This is an optimization exercise on Yosys and OpenROAD, whose aim is small area, not a production implementation.
In this exercise RTL edits were held to simulation tests only and were not proved equivalent to the original.
Power is estimated from default activity; no workload was simulated.

## run 1
## main
module main(
        input Reset,
        input oscillator,
        output reg [7:0] pc_sampled,
        input [7:0] instruction,
        output [6:0] LED1,
        output [6:0] LED2,
        output [6:0] LED3,
        output [6:0] LED4,
        output [6:0] LED5,
        output [6:0] LED6
    );
For scale: roughly 1900 cells after synthesis, about 300 flip-flops, about 60 I/O pins, roughly 0.016 mm2 of cells after synthesis.
Settings: LEC_CHECK=0, CAP_MARGIN=20, CORE_MARGIN=2, CORE_UTILIZATION=40, SLEW_MARGIN=20; clock period 7.8 ns.
run.sh (not shown) runs the stock make flow with config.mk's settings and CLKGATE_MAP_FILE= SYNTH_SCRIPT=/design/flow/synth_recipe.tcl, a recipe that flattens the netlist after the stock synthesis.
Although it ran to completion, run 1 produced a layout that fails the final checks because of setup timing.
[inputs] run 2 vs run 1
Settings: GPL_TIMING_DRIVEN: unset -> 0.
--- outcome ---
Run 2: flow complete, layout not clean; failing: setup timing. DRC violation total after the first TritonRoute iteration delta for run 2 relative to run 1: 543 higher. From run 1 to run 2 the numbers moved as follows: post-route core utilization dropped 3.7 points, final period utilization climbed 12 points, hold slack has increased, area growth from synthesis to layout decreased by 9.1 points relative to the old numbers. Buffering overhead was lower in run 2 than in run 1. Diff run 1 -> run 2: number of vias after detailed routing has increased, part of the power in registers +1.0 points. Min total power across run 1 and run 2: run 2. Register fraction of the total cell area: run 2 vs run 1 up 2.0 points.
[inputs] run 3 vs run 2
Settings: CTS_BUF_LIST now sky130_fd_sc_hd__clkbuf_4 sky130_fd_sc_hd__clkbuf_8, previously not set.
Findings:
The layout from run 3, despite a flow that completed every stage, fails the layout checks, with the failing checks listed as setup timing. The total number of nets in the final design on run 3 is in line with that on run 2. Post-layout instance area on run 3 is down relative to run 2. Looking at power dissipated by switching net loads across both flows, run 3 is the stronger of the two, with run 2 trailing. Of run 3 and run 2, run 3 shows the higher filler cell count in the final layout, with run 2 below it. Run 2 → run 3: number of ordinary and repair buffers in the finished layout went down, clock slew at the register clock pins of the worst setup and hold paths did not really move, layout overhead on the synthesized area went down.

Setup of v17:
The RTL this note starts from:
==> flow/design.v <==
`timescale 1ns / 1ps
module main(
        input Reset,
        input oscillator,
        output reg [7:0] pc_sampled,
        input [7:0] instruction,
        output [6:0] LED1,
        output [6:0] LED2,
        output [6:0] LED3,
        output [6:0] LED4,
        output [6:0] LED5,
        output [6:0] LED6
    );
    wire CLK = oscillator;
    function [6:0] seg;
        input [3:0] v;
        case (v)
            4'h0: seg = 7'b1111110;
            4'h1: seg = 7'b0110000;
            4'h2: seg = 7'b1101101;
            4'h3: seg = 7'b1111001;
            4'h4: seg = 7'b0110011;
            4'h5: seg = 7'b1011011;
            4'h6: seg = 7'b1011111;
            4'h7: seg = 7'b1110000;
            4'h8: seg = 7'b1111111;
            4'h9: seg = 7'b1111011;
            4'hA: seg = 7'b1110111;
            4'hB: seg = 7'b0011111;
            4'hC: seg = 7'b1001110;
            4'hD: seg = 7'b0111101;
            4'hE: seg = 7'b1001111;
            default: seg = 7'b1000111;
        endcase
    endfunction
    wire [1:0] op  = instruction[7:6];
    wire [1:0] rs  = instruction[5:4];
    wire [1:0] rt  = instruction[3:2];
    wire [1:0] imm = instruction[1:0];
    wire is_add = (op == 2'b00);
    wire is_lw  = (op == 2'b01);
    wire is_sw  = (op == 2'b10);
    wire is_j   = (op == 2'b11);
    wire [7:0] ext = {{6{imm[1]}}, imm};
    reg [7:0] R0, R1, R2, R3;
    wire [7:0] A  = rs[1] ? (rs[0] ? R3 : R2) : (rs[0] ? R1 : R0);
    wire [7:0] Bt = rt[1] ? (rt[0] ? R3 : R2) : (rt[0] ? R1 : R0);
    wire [7:0] addr = A + ext;
    wire [7:0] sum  = A + Bt;
    wire [7:0] alu  = (op[1] ^ op[0]) ? addr : sum;
    reg valid;
    always @(posedge CLK or posedge Reset)
        if (Reset) valid <= 1'b0;
        else       valid <= 1'b1;
    wire in_range = (addr[7:5] == 3'b000);
    wire [255:0] flat;
    genvar i;
    generate
        for (i = 0; i < 32; i = i + 1) begin : g_word
            localparam [7:0] INIT = (i < 16) ? i : (16 - i);
            reg [7:0] memory;
            wire we = is_sw && in_range && (addr[4:0] == i);
            wire hold = valid & ~we;
            always @(posedge CLK)
                memory <= (memory & {8{hold}}) | ((Bt ^ INIT) & {8{we}});
            assign flat[i*8 +: 8] = memory;
        end
    endgenerate
    wire [7:0] rd_x = flat[addr[4:0]*8 +: 8];
    wire [7:0] init_rd = addr[4] ? (8'd16 - {3'b0, addr[4:0]}) : {4'b0, addr[3:0]};
    wire [7:0] rdata = in_range ? ((rd_x & {8{valid}}) ^ init_rd) : 8'b0;
    wire [7:0] wd = is_lw ? rdata : alu;
    wire [1:0] wa = op[0] ? rt : imm;
    wire rwe = ~op[1];
    always @(posedge CLK or posedge Reset) begin
        if (Reset) begin
            R0 <= 8'b0; R1 <= 8'b0; R2 <= 8'b0; R3 <= 8'b0;
        end else if (rwe) begin
            case (wa)
                2'd0: R0 <= wd;
                2'd1: R1 <= wd;
                2'd2: R2 <= wd;
                default: R3 <= wd;
            endcase
        end
    end
    wire [7:0] npc = pc_sampled + (is_j ? ext + 8'd1 : 8'd1);
    always @(posedge CLK or posedge Reset)
        if (Reset) pc_sampled <= 8'b0;
        else       pc_sampled <= npc;
    wire [7:0] third = is_sw ? addr : is_j ? npc : {6'b0, wa};
    assign LED1 = seg(wd[7:4]);
    assign LED2 = seg(wd[3:0]);
    assign LED3 = is_sw ? seg(Bt[7:4]) : 7'b0000000;
    assign LED4 = is_sw ? seg(Bt[3:0]) : is_j ? 7'b1011000 : 7'b0000101;
    assign LED5 = seg(third[7:4]);
    assign LED6 = seg(third[3:0]);
endmodule
export LEC_CHECK = 0
export CAP_MARGIN = 20
export CORE_MARGIN = 2
export CORE_UTILIZATION = 40
export SLEW_MARGIN = 20
create_clock -name core_clock -period 7.8 [get_ports {oscillator}]
standard.sh (not shown) runs the stock make flow with config.mk's settings and CLKGATE_MAP_FILE= SYNTH_SCRIPT=/design/flow/synth_recipe.tcl, a recipe that flattens the netlist after the stock synthesis.
==> flow/flow/run.sh <==
#!/bin/bash
# Own layout flow: the standard ORFS flow, with two changes in synthesis
# (the register mapping is untouched, so the registers keep the standard
# synthesis's names and cell types):
#  - the combinational logic is mapped by ABC with flow/area.abc
#  - Yosys's extract_fa step (fixed half/full adder cells) is skipped
# Every tool's output goes to a log file in this folder (make_*.log) and in
# orfs/logs/.
set -euo pipefail
HERE=$(pwd)
F=$HERE/flow
{
  echo "proc abc {args} {"
  echo "  set i [lsearch \$args -script]"
  echo "  lset args [expr {\$i+1}] $F/area.abc"
  echo "  set j [lsearch \$args -D]"
  echo "  if {\$j >= 0} { set args [lreplace \$args \$j [expr {\$j+1}]] }"
  echo "  yosys abc {*}\$args"
  echo "}"
  echo "proc extract_fa {args} { puts \"extract_fa skipped\" }"
  cat "$HERE/synth_recipe.tcl"
} > "$HERE/own_synth.tcl"
KNOBS=()
if [[ -f "$F/knobs.txt" ]]; then
  while read -r line; do [[ -n "$line" ]] && KNOBS+=("$line"); done < "$F/knobs.txt"
fi
TARGET=finish
[[ -n "${FP_ONLY:-}" ]] && TARGET=floorplan
make -C "$FLOW_HOME" DESIGN_CONFIG="$HERE/config.mk" WORK_HOME="$HERE/orfs" CLKGATE_MAP_FILE= \
  SYNTH_SCRIPT="$HERE/own_synth.tcl" "${KNOBS[@]}" $TARGET > "$HERE/make_$TARGET.log" 2>&1
[[ -n "${FP_ONLY:-}" ]] && exit 0
R=$HERE/orfs/results/${FLOW_PLATFORM:-sky130hd}/main/base
: # left out here: write the final layout as DEF
==> flow/flow/area.abc <==
&get -n
&st
&dch -f
&nf -R 1000
&put
&get -n
&st
&dch -f
&nf -R 1000
&put
&get -n
&st
&dch -f
&nf -R 1000
&put
&get -n
&st
&dch -f
&nf -R 1000
&put
topo
==> flow/flow/knobs.txt <==
BUFFER_PORTS_ARGS=-buffer_cell sky130_fd_sc_hd__buf_1
CTS_ARGS=-sink_clustering_enable -repair_clock_nets -sink_clustering_size 10 -sink_clustering_max_diameter 40 -buf_list sky130_fd_sc_hd__clkbuf_4 -dont_use_dummy_load
CAP_MARGIN=10
SLEW_MARGIN=10
CORE_UTILIZATION=70
PLACE_DENSITY=0.7
### v17 -> v1
diff --git a/flow/flow/knobs.txt b/flow/flow/knobs.txt
--- a/flow/flow/knobs.txt
+++ b/flow/flow/knobs.txt
@@ -5,2 +5 @@
-CORE_UTILIZATION=70
-PLACE_DENSITY=0.7
+CORE_UTILIZATION=60
Findings:
Measured against v17, the number of global-route vias before repair of v1 comes out at 0.941 times the reference value. Against v17 as the reference, v1 delivers a higher fraction of power consumed by the clock network. The lower area of all placed cells without fillers of v1 and v17 is in v17. Critical path depth went up by a few percent going from v17 to v1. Compared with v17, v1 shows a worst setup slack that is 50 ps higher. Sort v1 and v17 by maximum VDD drop asc -> top: v1. Of v1 and v17, the run reporting the lower clock skew was v1. Relative to v17, v1 degrades power. Core utilization: v1 lower than v17.

## port drivers added, routing unchanged
In the flow no input, the clock included, has a driving cell. The finished layouts below were timed again as built, in two steps. Step 1: set_driving_cell puts a clkbuf_16 on oscillator and a buf_2 on each other input, an assumption about the parent block. Step 2 times the ports against the registers' clock, not the clock port: input delays grow and output delays shrink by t, the midpoint of the rising clock arrivals with the driver on. Slacks: ideal / step 1 / step 2; pairs: ideal / step 1.
run | shift t [ns] | slack for setup (ns) | worst hold slack (ns) | worst slew at a driven data input, ns
run 1 | 0.614 | -0.248 / -0.297 / -0.297 | 0.468 / 0.468 / 0.468 | 0.06
run 2 | 0.621 | -1.152 / -1.221 / -1.221 | 0.476 / 0.476 / 0.476 | 0.07
run 3 | 0.707 | -1.111 / -1.164 / -1.164 | 0.473 / 0.473 / 0.473 | 0.07
v17 | 0.670 | 0.187 / 0.162 / 0.162 | 0.459 / 0.459 / 0.459 | 0.03
v1 | 0.672 | 0.237 / 0.211 / 0.211 | 0.457 / 0.457 / 0.457 | 0.06
The setup slack of run 2, which loses most, moves by -0.069 ns with the drivers and by -0.069 ns with both steps.
